What follows belongs to an exercise in optimizing a design on an open flow for small area; a production flow would make more cautious choices.
The RTL was checked by simulation tests, not by an equivalence proof against the original design.
No driver is modelled on the clock port, so clock power and skew are understated where the tree is cut down; a real chip needs a root buffer or a tree.
Power figures rest on the tool's default switching activity, not on a simulated workload.

==> flow/design.v <==
module contr_play_game(vga_clk,resetn,key_move,addr_x,addr_y,vga_r1,vga_g1,vga_b1);
parameter RESOLUTION = "160x120";
input vga_clk;
input resetn;
input key_move;
input [((RESOLUTION == "320x240") ? (8) : (7)):0] addr_x;
input [((RESOLUTION == "320x240") ? (7) : (6)):0] addr_y;
output [9:0] vga_r1;
output [9:0] vga_g1;
output [9:0] vga_b1;
reg [4:0] data_con;
reg en_sig;
wire frame_addr = (addr_x == 8'd1) && (addr_y == 7'd0);
wire dc_fb = data_con[4] ^ data_con[2] ^ (data_con[3:0] == 4'd0);
always @(posedge vga_clk) begin
  if (!resetn) begin
    data_con <= 5'd0;
    en_sig <= 1'b0;
  end else begin
    if (frame_addr) data_con <= {data_con[3:0], dc_fb};
    en_sig <= frame_addr && (data_con == 5'b01000);
  end
end
reg b0;
reg [5:0] u0, u1, u2, u3;
reg up0, up1, up2, up3;
wire [6:0] l0 = {u0, b0};
wire [6:0] l1 = {u1, b0};
wire [6:0] l2 = {u2, b0};
wire [6:0] l3 = {u3, b0};
always @(posedge vga_clk) begin
  if (!resetn) begin
    b0 <= 1'b0;
    u0 <= 6'd0;  up0 <= 1'b0;
    u1 <= 6'd30; up1 <= 1'b0;
    u2 <= 6'd20; up2 <= 1'b0;
    u3 <= 6'd50; up3 <= 1'b0;
  end else if (en_sig) begin
    b0 <= ~b0;
    u0 <= up0 ? u0 + b0 : u0 - !b0;
    u1 <= up1 ? u1 + b0 : u1 - !b0;
    u2 <= up2 ? u2 + b0 : u2 - !b0;
    u3 <= up3 ? u3 + b0 : u3 - !b0;
    if (b0 && (up0 ? (u0[5] & u0[4] & u0[2] & u0[1]) : (u0 == 6'd0))) up0 <= ~up0;
    if (b0 && (up1 ? (u1[5] & u1[4] & u1[2] & u1[1]) : (u1 == 6'd0))) up1 <= ~up1;
    if (b0 && (up2 ? (u2[5] & u2[4] & u2[2] & u2[1]) : (u2 == 6'd0))) up2 <= ~up2;
    if (b0 && (up3 ? (u3[5] & u3[4] & u3[2] & u3[1]) : (u3 == 6'd0))) up3 <= ~up3;
  end
end
reg col_sig;
always @(posedge vga_clk) begin
  if (!resetn) col_sig <= 1'b0;
  else col_sig <= (addr_x >= 8'd34 && addr_x <= 8'd36) || (addr_x >= 8'd69 && addr_x <= 8'd71) ||
                  (addr_x >= 8'd99 && addr_x <= 8'd101) || (addr_x >= 8'd129 && addr_x <= 8'd131);
end
wire [7:0] d0 = {1'b0, addr_y} - {1'b0, l0};
wire [7:0] d1 = {1'b0, addr_y} - {1'b0, l1};
wire [7:0] d2 = {1'b0, addr_y} - {1'b0, l2};
wire [7:0] d3 = {1'b0, addr_y} - {1'b0, l3};
wire in0 = (d0 <= 8'd9) && (l0 <= 7'd118);
wire in1 = (d1 <= 8'd9);
wire in2 = (d2 <= 8'd9);
wire in3 = (d3 <= 8'd9);
reg bar_on;
always @(posedge vga_clk) begin
  if (!resetn) bar_on <= 1'b0;
  else if (col_sig) bar_on <= in0 | in1 | in2 | in3;
end
reg [4:0] zc;
reg move_sig;
wire [15:0] zc_tt = 16'b1000011011111001;
wire zc_fb = zc_tt[{zc[4], zc[3], zc[1], zc[0]}];
always @(posedge vga_clk) begin
  if (!resetn || key_move) zc <= 5'd0;
  else zc <= {zc[3:0], zc_fb};
  if (!resetn) move_sig <= 1'b0;
  else move_sig <= (zc == 5'b01111);
end
reg [5:0] k;
reg hit_any, hit_sig;
always @(posedge vga_clk) begin
  if (!resetn || hit_sig) k <= 6'd0;
  else if (move_sig) k <= (k[5] & k[2] & k[1]) ? 6'd0 : k + 1'b1;   
end
wire cov0 = (l0 >= 7'd49) && (l0 <= 7'd61);
wire cov1 = (l1 >= 7'd49) && (l1 <= 7'd61);
wire cov2 = (l2 >= 7'd49) && (l2 <= 7'd61);
wire cov3 = (l3 >= 7'd49) && (l3 <= 7'd61);
always @(posedge vga_clk) begin
  if (!resetn) begin
    hit_any <= 1'b0;
    hit_sig <= 1'b0;
  end else begin
    hit_any <= (k[3] & ~k[4] & (k[2:0] == 3'd0) & cov0) |
               (k[4] & (k[3:1] == 3'd0) & k[0] & cov1) |
               (k[4] & k[3] & (k[2:1] == 2'd0) & cov2) |
               (k[5] & (k[2:0] == 3'd0) & cov3);
    hit_sig <= hit_any;
  end
end
wire [7:0] xm1 = addr_x - 8'd1;
reg targ_on;
always @(posedge vga_clk) begin
  if (!resetn) targ_on <= 1'b0;
  else if (addr_y >= 7'd58 && addr_y <= 7'd61) targ_on <= (xm1[7:2] == k);
end
wire A = bar_on, B = targ_on;
assign vga_r1 = {A, A, A, A, A, 1'b0, A | B, 1'b0, B, 1'b0};
assign vga_g1 = {1'b0, B, B, 1'b0, 1'b0, B, 1'b0, 1'b0, A, A};
assign vga_b1 = {1'b0, B, B, 1'b0, 1'b0, B, A, 1'b0, A, 1'b0};
endmodule
==> flow/config.mk <==
export PLATFORM = sky130hd
export DESIGN_NAME = contr_play_game
export DESIGN_NICKNAME = contr_play_game
export VERILOG_FILES = /design/flow/design.v
export SDC_FILE = /design/flow/constraint.sdc
export NUM_CORES = 4
export LEC_CHECK = 0
export CAP_MARGIN = 20
export CORE_MARGIN = 2
export CORE_UTILIZATION = 40
export PLACE_DENSITY = 0.6
export SLEW_MARGIN = 20
==> flow/constraint.sdc <==
create_clock -name core_clock -period 8.0 [get_ports {vga_clk}]
set_input_delay 1.6000 -clock core_clock [delete_from_list [all_inputs] [get_ports {vga_clk}]]
set_output_delay 1.6000 -clock core_clock [all_outputs]
set_load 0.01 [all_outputs]
standard.sh (not shown) runs the stock make flow with config.mk's settings and CLKGATE_MAP_FILE= SYNTH_SCRIPT=/design/flow/synth_recipe.tcl, a recipe that flattens the netlist after the stock synthesis.
==> flow/flow/run.sh <==
#!/bin/bash
# Own layout flow: the standard synthesis, then an area-oriented re-mapping of the
# combinational logic between the (untouched) registers, then the standard ORFS layout.
set -euo pipefail
W=$(pwd)
R=$W/orfs/results/${FLOW_PLATFORM}/contr_play_game/base
LIB=$FLOW_HOME/platforms/sky130hd/lib/sky130_fd_sc_hd__tt_025C_1v80.lib

# 1. standard synthesis (unchanged)
bash standard.sh synth > $W/log_synth.txt 2>&1

# 2. re-map the logic for area; registers (dfxtp cells) are kept as black boxes
cp $R/1_2_yosys.v $W/std_synth.v
sed -e "s#@LIB@#$LIB#g" -e "s#@IN@#$W/std_synth.v#g" -e "s#@OUT@#$W/remapped.v#g" \
    -e "s#@ABC@#$W/flow/area.abc#g" $W/flow/remap.ys > $W/remap_run.ys
yosys -s $W/remap_run.ys > $W/log_remap.txt 2>&1
cp $W/remapped.v $R/1_2_yosys.v
rm -f $R/1_synth.odb $R/1_synth.sdc

# 3. standard layout on the re-mapped netlist
bash standard.sh \
  "BUFFER_PORTS_ARGS=-buffer_cell sky130_fd_sc_hd__buf_1" \
  "SKIP_REPAIR_TIE_FANOUT=1" \
  "CTS_ARGS=-sink_clustering_enable -repair_clock_nets -dont_use_dummy_load" \
  finish > $W/log_layout.txt 2>&1
Other scripts of this flow, unchanged in this note and not shown: flow/flow/area.abc, flow/flow/remap.ys
Change:
--- a/flow/design.v
+++ b/flow/design.v
@@ -51,18 +51,18 @@
 always @(posedge vga_clk) begin
   if (!resetn) col_sig <= 1'b0;
   else col_sig <= (addr_x >= 8'd34 && addr_x <= 8'd36) || (addr_x >= 8'd69 && addr_x <= 8'd71) ||
                   (addr_x >= 8'd99 && addr_x <= 8'd101) || (addr_x >= 8'd129 && addr_x <= 8'd131);
 end
-wire [7:0] d0 = {1'b0, addr_y} - {1'b0, l0};
-wire [7:0] d1 = {1'b0, addr_y} - {1'b0, l1};
-wire [7:0] d2 = {1'b0, addr_y} - {1'b0, l2};
-wire [7:0] d3 = {1'b0, addr_y} - {1'b0, l3};
-wire in0 = (d0 <= 8'd9) && (l0 <= 7'd118);
-wire in1 = (d1 <= 8'd9);
-wire in2 = (d2 <= 8'd9);
-wire in3 = (d3 <= 8'd9);
+wire [6:0] yb = addr_y - b0;
+wire [3:0] zb = yb[6:3];
+wire [1:0] zo = yb[2:1];
+wire [3:0] zbm1 = zb - 1'b1;
+wire in0 = ((zb == u0[5:2] && zo >= u0[1:0]) || (zbm1 == u0[5:2] && zo <= u0[1:0])) && (l0 <= 7'd118);
+wire in1 = (zb == u1[5:2] && zo >= u1[1:0]) || (zbm1 == u1[5:2] && zo <= u1[1:0]);
+wire in2 = (zb == u2[5:2] && zo >= u2[1:0]) || (zbm1 == u2[5:2] && zo <= u2[1:0]);
+wire in3 = (zb == u3[5:2] && zo >= u3[1:0]) || (zbm1 == u3[5:2] && zo <= u3[1:0]);
 reg bar_on;
 always @(posedge vga_clk) begin
   if (!resetn) bar_on <= 1'b0;
   else if (col_sig) bar_on <= in0 | in1 | in2 | in3;
 end
Total power goes up by about 0.5%.
First-iteration DRC count goes up by 54%.
Cell count came out higher by about 0.35%.
Core utilization is about the same.
Combinational power rose by about 1%.

========
contr_play_game, a different RTL version from the one above (not shown whole).
For scale: roughly 450 cells after synthesis, ~48 I/O pins, ~2900 um^2 of cells after synthesis.
==> module contr_play_game, before the edit <==
module contr_play_game(vga_clk,resetn,key_move,addr_x,addr_y,vga_r1,vga_g1,vga_b1);
parameter RESOLUTION = "160x120";
input vga_clk;
input resetn;
input key_move;
input [((RESOLUTION == "320x240") ? (8) : (7)):0] addr_x;
input [((RESOLUTION == "320x240") ? (7) : (6)):0] addr_y;
output [9:0] vga_r1;
output [9:0] vga_g1;
output [9:0] vga_b1;
reg [4:0] data_con;
reg en_sig;
wire frame_addr = (addr_x == 8'd1) && (addr_y == 7'd0);
wire dc_fb = data_con[4] ^ data_con[2] ^ (data_con[3:0] == 4'd0);
always @(posedge vga_clk) begin
  if (!resetn) begin
    data_con <= 5'd0;
    en_sig <= 1'b0;
  end else begin
    if (frame_addr) data_con <= {data_con[3:0], dc_fb};
    en_sig <= frame_addr && (data_con == 5'b01000);
  end
end
reg b0;
reg [5:0] u0;
reg up0;
reg [6:0] ph;
always @(posedge vga_clk) begin
  if (!resetn) begin
    b0 <= 1'b0;
    u0 <= 6'd0;  up0 <= 1'b0;
    ph <= 7'd80;
  end else if (en_sig) begin
    b0 <= ~b0;
    u0 <= up0 ? u0 + b0 : u0 - !b0;
    if (b0 && (up0 ? (u0[5] & u0[4] & u0[2] & u0[1]) : (u0 == 6'd0))) up0 <= ~up0;
    if (b0) ph <= (ph == 7'd109) ? 7'd0 : ph + 1'b1;
  end
end
wire [6:0] ph2 = (ph >= 7'd100) ? ph - 7'd100 : ph + 7'd10;
wire [6:0] ph3 = (ph < 7'd20) ? ph + 7'd90 : ph - 7'd20;
function [5:0] ufold; input [6:0] h; input b;
  reg [6:0] f;
  begin
    f = 7'd110 - h - b;
    ufold = (h <= 7'd54) ? h[5:0] : f[5:0];
  end
endfunction
wire [5:0] u1 = ufold(ph, b0);
wire [5:0] u2 = ufold(ph2, b0);
wire [5:0] u3 = ufold(ph3, b0);
wire [6:0] l0 = {u0, b0};
wire [6:0] l1 = {u1, b0};
wire [6:0] l2 = {u2, b0};
wire [6:0] l3 = {u3, b0};
reg col_sig;
always @(posedge vga_clk) begin
  if (!resetn) col_sig <= 1'b0;
  else col_sig <= (addr_x >= 8'd34 && addr_x <= 8'd36) || (addr_x >= 8'd69 && addr_x <= 8'd71) ||
                  (addr_x >= 8'd99 && addr_x <= 8'd101) || (addr_x >= 8'd129 && addr_x <= 8'd131);
end
wire [6:0] yb = addr_y - b0;
wire [3:0] zb = yb[6:3];
wire [1:0] zo = yb[2:1];
wire [3:0] zbm1 = zb - 1'b1;
wire in0 = ((zb == u0[5:2] && zo >= u0[1:0]) || (zbm1 == u0[5:2] && zo <= u0[1:0])) && (l0 <= 7'd118);
wire in1 = (zb == u1[5:2] && zo >= u1[1:0]) || (zbm1 == u1[5:2] && zo <= u1[1:0]);
wire in2 = (zb == u2[5:2] && zo >= u2[1:0]) || (zbm1 == u2[5:2] && zo <= u2[1:0]);
wire in3 = (zb == u3[5:2] && zo >= u3[1:0]) || (zbm1 == u3[5:2] && zo <= u3[1:0]);
reg bar_on;
always @(posedge vga_clk) begin
  if (!resetn) bar_on <= 1'b0;
  else if (col_sig) bar_on <= in0 | in1 | in2 | in3;
end
reg [4:0] zc;
reg move_sig;
wire [15:0] zc_tt = 16'b1000011011111001;
wire zc_fb = zc_tt[{zc[4], zc[3], zc[1], zc[0]}];
always @(posedge vga_clk) begin
  if (!resetn || key_move) zc <= 5'd0;
  else zc <= {zc[3:0], zc_fb};
  if (!resetn) move_sig <= 1'b0;
  else move_sig <= (zc == 5'b01111);
end
reg [5:0] k;
reg hit_any, hit_sig;
always @(posedge vga_clk) begin
  if (!resetn || hit_sig) k <= 6'd0;
  else if (move_sig) k <= (k[5] & k[2] & k[1]) ? 6'd0 : k + 1'b1;   
end
wire cov0 = (l0 >= 7'd49) && (l0 <= 7'd61);
wire cov1 = (l1 >= 7'd49) && (l1 <= 7'd61);
wire cov2 = (l2 >= 7'd49) && (l2 <= 7'd61);
wire cov3 = (l3 >= 7'd49) && (l3 <= 7'd61);
always @(posedge vga_clk) begin
  if (!resetn) begin
    hit_any <= 1'b0;
    hit_sig <= 1'b0;
  end else begin
    hit_any <= (k[3] & ~k[4] & (k[2:0] == 3'd0) & cov0) |
               (k[4] & (k[3:1] == 3'd0) & k[0] & cov1) |
               (k[4] & k[3] & (k[2:1] == 2'd0) & cov2) |
               (k[5] & (k[2:0] == 3'd0) & cov3);
    hit_sig <= hit_any;
  end
end
wire [7:0] xm1 = addr_x - 8'd1;
reg targ_on;
always @(posedge vga_clk) begin
  if (!resetn) targ_on <= 1'b0;
  else if (addr_y >= 7'd58 && addr_y <= 7'd61) targ_on <= (xm1[7:2] == k);
end
wire A = bar_on, B = targ_on;
assign vga_r1 = {A, A, A, A, A, 1'b0, A | B, 1'b0, B, 1'b0};
assign vga_g1 = {1'b0, B, B, 1'b0, 1'b0, B, 1'b0, 1'b0, A, A};
assign vga_b1 = {1'b0, B, B, 1'b0, 1'b0, B, A, 1'b0, A, 1'b0};
endmodule
Settings: LEC_CHECK=0, CAP_MARGIN=20, CORE_MARGIN=2, CORE_UTILIZATION=40, PLACE_DENSITY=0.6, SLEW_MARGIN=20; clock period 8.0 ns.
==> flow/flow/run.sh <==
#!/bin/bash
# Own layout flow: the standard synthesis, then an area-oriented re-mapping of the
# combinational logic between the (untouched) registers, then the standard ORFS layout.
set -euo pipefail
W=$(pwd)
R=$W/orfs/results/${FLOW_PLATFORM}/contr_play_game/base
LIB=$FLOW_HOME/platforms/sky130hd/lib/sky130_fd_sc_hd__tt_025C_1v80.lib

# 1. standard synthesis (unchanged)
bash standard.sh synth > $W/log_synth.txt 2>&1

# 2. re-map the logic for area; registers (dfxtp cells) are kept as black boxes. ABC's
# deepsyn is run with several random seeds in parallel and the smallest result is kept.
cp $R/1_2_yosys.v $W/std_synth.v
remap() {
  local s=$1
  sed -e "s#@T@#${ABC_T:-90}#" -e "s#@S@#$s#" $W/flow/area.abc > $W/area_$s.abc
  sed -e "s#@LIB@#$LIB#g" -e "s#@IN@#$W/std_synth.v#g" -e "s#@OUT@#$W/remapped_$s.v#g" \
      -e "s#@ABC@#$W/area_$s.abc#g" $W/flow/remap.ys > $W/remap_run_$s.ys
  yosys -s $W/remap_run_$s.ys > $W/log_remap_$s.txt 2>&1
}
for batch in "1 2 3 4" "5 6 7 8"; do
  for s in $batch; do remap $s & done
  wait
done
best=""; bestarea=""
for s in 1 2 3 4 5 6 7 8; do
  a=$(grep "Chip area" $W/log_remap_$s.txt | tail -1 | awk '{print $NF}')
  echo "seed $s area $a" >> $W/log_remap_choice.txt
  if [[ -n "$a" ]] && { [[ -z "$bestarea" ]] || awk "BEGIN{exit !($a < $bestarea)}"; }; then
    best=$s; bestarea=$a
  fi
done
echo "chosen seed $best area $bestarea" >> $W/log_remap_choice.txt
cp $W/remapped_$best.v $R/1_2_yosys.v
rm -f $R/1_synth.odb $R/1_synth.sdc

# 3. standard layout on the re-mapped netlist up to clock tree synthesis
VARS=("BUFFER_PORTS_ARGS=-buffer_cell sky130_fd_sc_hd__buf_1" "SKIP_REPAIR_TIE_FANOUT=1"
      "CTS_ARGS=-sink_clustering_enable -repair_clock_nets -dont_use_dummy_load")
bash standard.sh "${VARS[@]}" cts > $W/log_layout_cts.txt 2>&1

# 4. replace the two-level clock tree by two clock buffers fed by the clock port
ODB_IN=$R/4_cts.odb ODB_OUT=$R/4_cts_mod.odb SDC_IN=$R/4_cts.sdc LIB=$LIB \
  PLATFORM_DIR=$FLOW_HOME/platforms/sky130hd NBUF=2 BUFCELL=sky130_fd_sc_hd__clkbuf_16 \
  openroad -no_init -exit $W/flow/clk.tcl > $W/log_clk.txt 2>&1
cp $R/4_cts_mod.odb $R/4_cts.odb
touch $R/4_cts.sdc

# 5. the rest of the standard layout
bash standard.sh "${VARS[@]}" finish > $W/log_layout.txt 2>&1
Other scripts of this flow, unchanged in this note and not shown: flow/flow/area.abc, flow/flow/clk.tcl, flow/flow/remap.ys
Then changed:
--- a/flow/design.v
+++ b/flow/design.v
@@ -21,39 +21,33 @@
     en_sig <= frame_addr && (data_con == 5'b01000);
   end
 end
 reg b0;
-reg [5:0] u0;
-reg up0;
-reg [6:0] ph;
+reg [5:0] u0, u1, u2, u3;
+reg up0, up1, up2, up3;
+wire [6:0] l0 = {u0, b0};
+wire [6:0] l1 = {u1, b0};
+wire [6:0] l2 = {u2, b0};
+wire [6:0] l3 = {u3, b0};
 always @(posedge vga_clk) begin
   if (!resetn) begin
     b0 <= 1'b0;
     u0 <= 6'd0;  up0 <= 1'b0;
-    ph <= 7'd80;
+    u1 <= 6'd30; up1 <= 1'b0;
+    u2 <= 6'd20; up2 <= 1'b0;
+    u3 <= 6'd50; up3 <= 1'b0;
   end else if (en_sig) begin
     b0 <= ~b0;
     u0 <= up0 ? u0 + b0 : u0 - !b0;
+    u1 <= up1 ? u1 + b0 : u1 - !b0;
+    u2 <= up2 ? u2 + b0 : u2 - !b0;
+    u3 <= up3 ? u3 + b0 : u3 - !b0;
     if (b0 && (up0 ? (u0[5] & u0[4] & u0[2] & u0[1]) : (u0 == 6'd0))) up0 <= ~up0;
-    if (b0) ph <= (ph == 7'd109) ? 7'd0 : ph + 1'b1;
+    if (b0 && (up1 ? (u1[5] & u1[4] & u1[2] & u1[1]) : (u1 == 6'd0))) up1 <= ~up1;
+    if (b0 && (up2 ? (u2[5] & u2[4] & u2[2] & u2[1]) : (u2 == 6'd0))) up2 <= ~up2;
+    if (b0 && (up3 ? (u3[5] & u3[4] & u3[2] & u3[1]) : (u3 == 6'd0))) up3 <= ~up3;
   end
 end
-wire [6:0] ph2 = (ph >= 7'd100) ? ph - 7'd100 : ph + 7'd10;
-wire [6:0] ph3 = (ph < 7'd20) ? ph + 7'd90 : ph - 7'd20;
-function [5:0] ufold; input [6:0] h; input b;
-  reg [6:0] f;
-  begin
-    f = 7'd110 - h - b;
-    ufold = (h <= 7'd54) ? h[5:0] : f[5:0];
-  end
-endfunction
-wire [5:0] u1 = ufold(ph, b0);
-wire [5:0] u2 = ufold(ph2, b0);
-wire [5:0] u3 = ufold(ph3, b0);
-wire [6:0] l0 = {u0, b0};
-wire [6:0] l1 = {u1, b0};
-wire [6:0] l2 = {u2, b0};
-wire [6:0] l3 = {u3, b0};
 reg col_sig;
 always @(posedge vga_clk) begin
   if (!resetn) col_sig <= 1'b0;
   else col_sig <= (addr_x >= 8'd34 && addr_x <= 8'd36) || (addr_x >= 8'd69 && addr_x <= 8'd71) ||
Outcome: The new run completed with no timing, DRC or antenna violations; via count climbs by 2.1%; final area rises by 8.2%; sequential share of layout area rises by 6.8 points; critical path depth shrinks by 5; worst setup slack improved by 0.041 ns; synthesized area goes up by 8.2%; register-to-register slack improved by 0.79 ns; core utilization went down by 1.2 points; clock power climbs by about 20%; global-route usage came out lower by 2.5 points; wire length is lower by 2.1%.
No run of this note takes its clock network from TritonCTS; it comes from the design's own scripts or RTL.

## static timing again, ports no longer ideal
How much do the figures lean on ideal ports? The routed layouts below were timed once more, with nothing changed but the port constraints.
Step 1 assumes that a clkbuf_16 drives the clock port and a buf_2 every other input.
Step 2, shift: input delay + t, output delay - t, t = (earliest + latest rising clock arrival at the registers) / 2. This alone moves slack from input paths to output paths.
Three values: no drivers, after step 1, after step 2; two values: the first two.
run	shift t [ns]	setup slack, ns	clock arrival spread, ns	cell pins on the clock port's net
the first run of note 1	0.329	4.622 / 4.631 / 4.302	0.028 / 0.028	1
the second run of note 1	0.330	4.795 / 4.807 / 4.478	0.021 / 0.021	1
the first run of note 2	0.194	3.881 / 3.908 / 3.714	0.004 / 0.003	2
the second run of note 2	0.211	3.922 / 3.948 / 3.737	0.020 / 0.020	2
After both steps setup and hold are still met in every run listed. For the first run of note 1, which loses most, drivers alone change the setup slack by +0.009 ns; drivers and shift together by -0.320 ns.
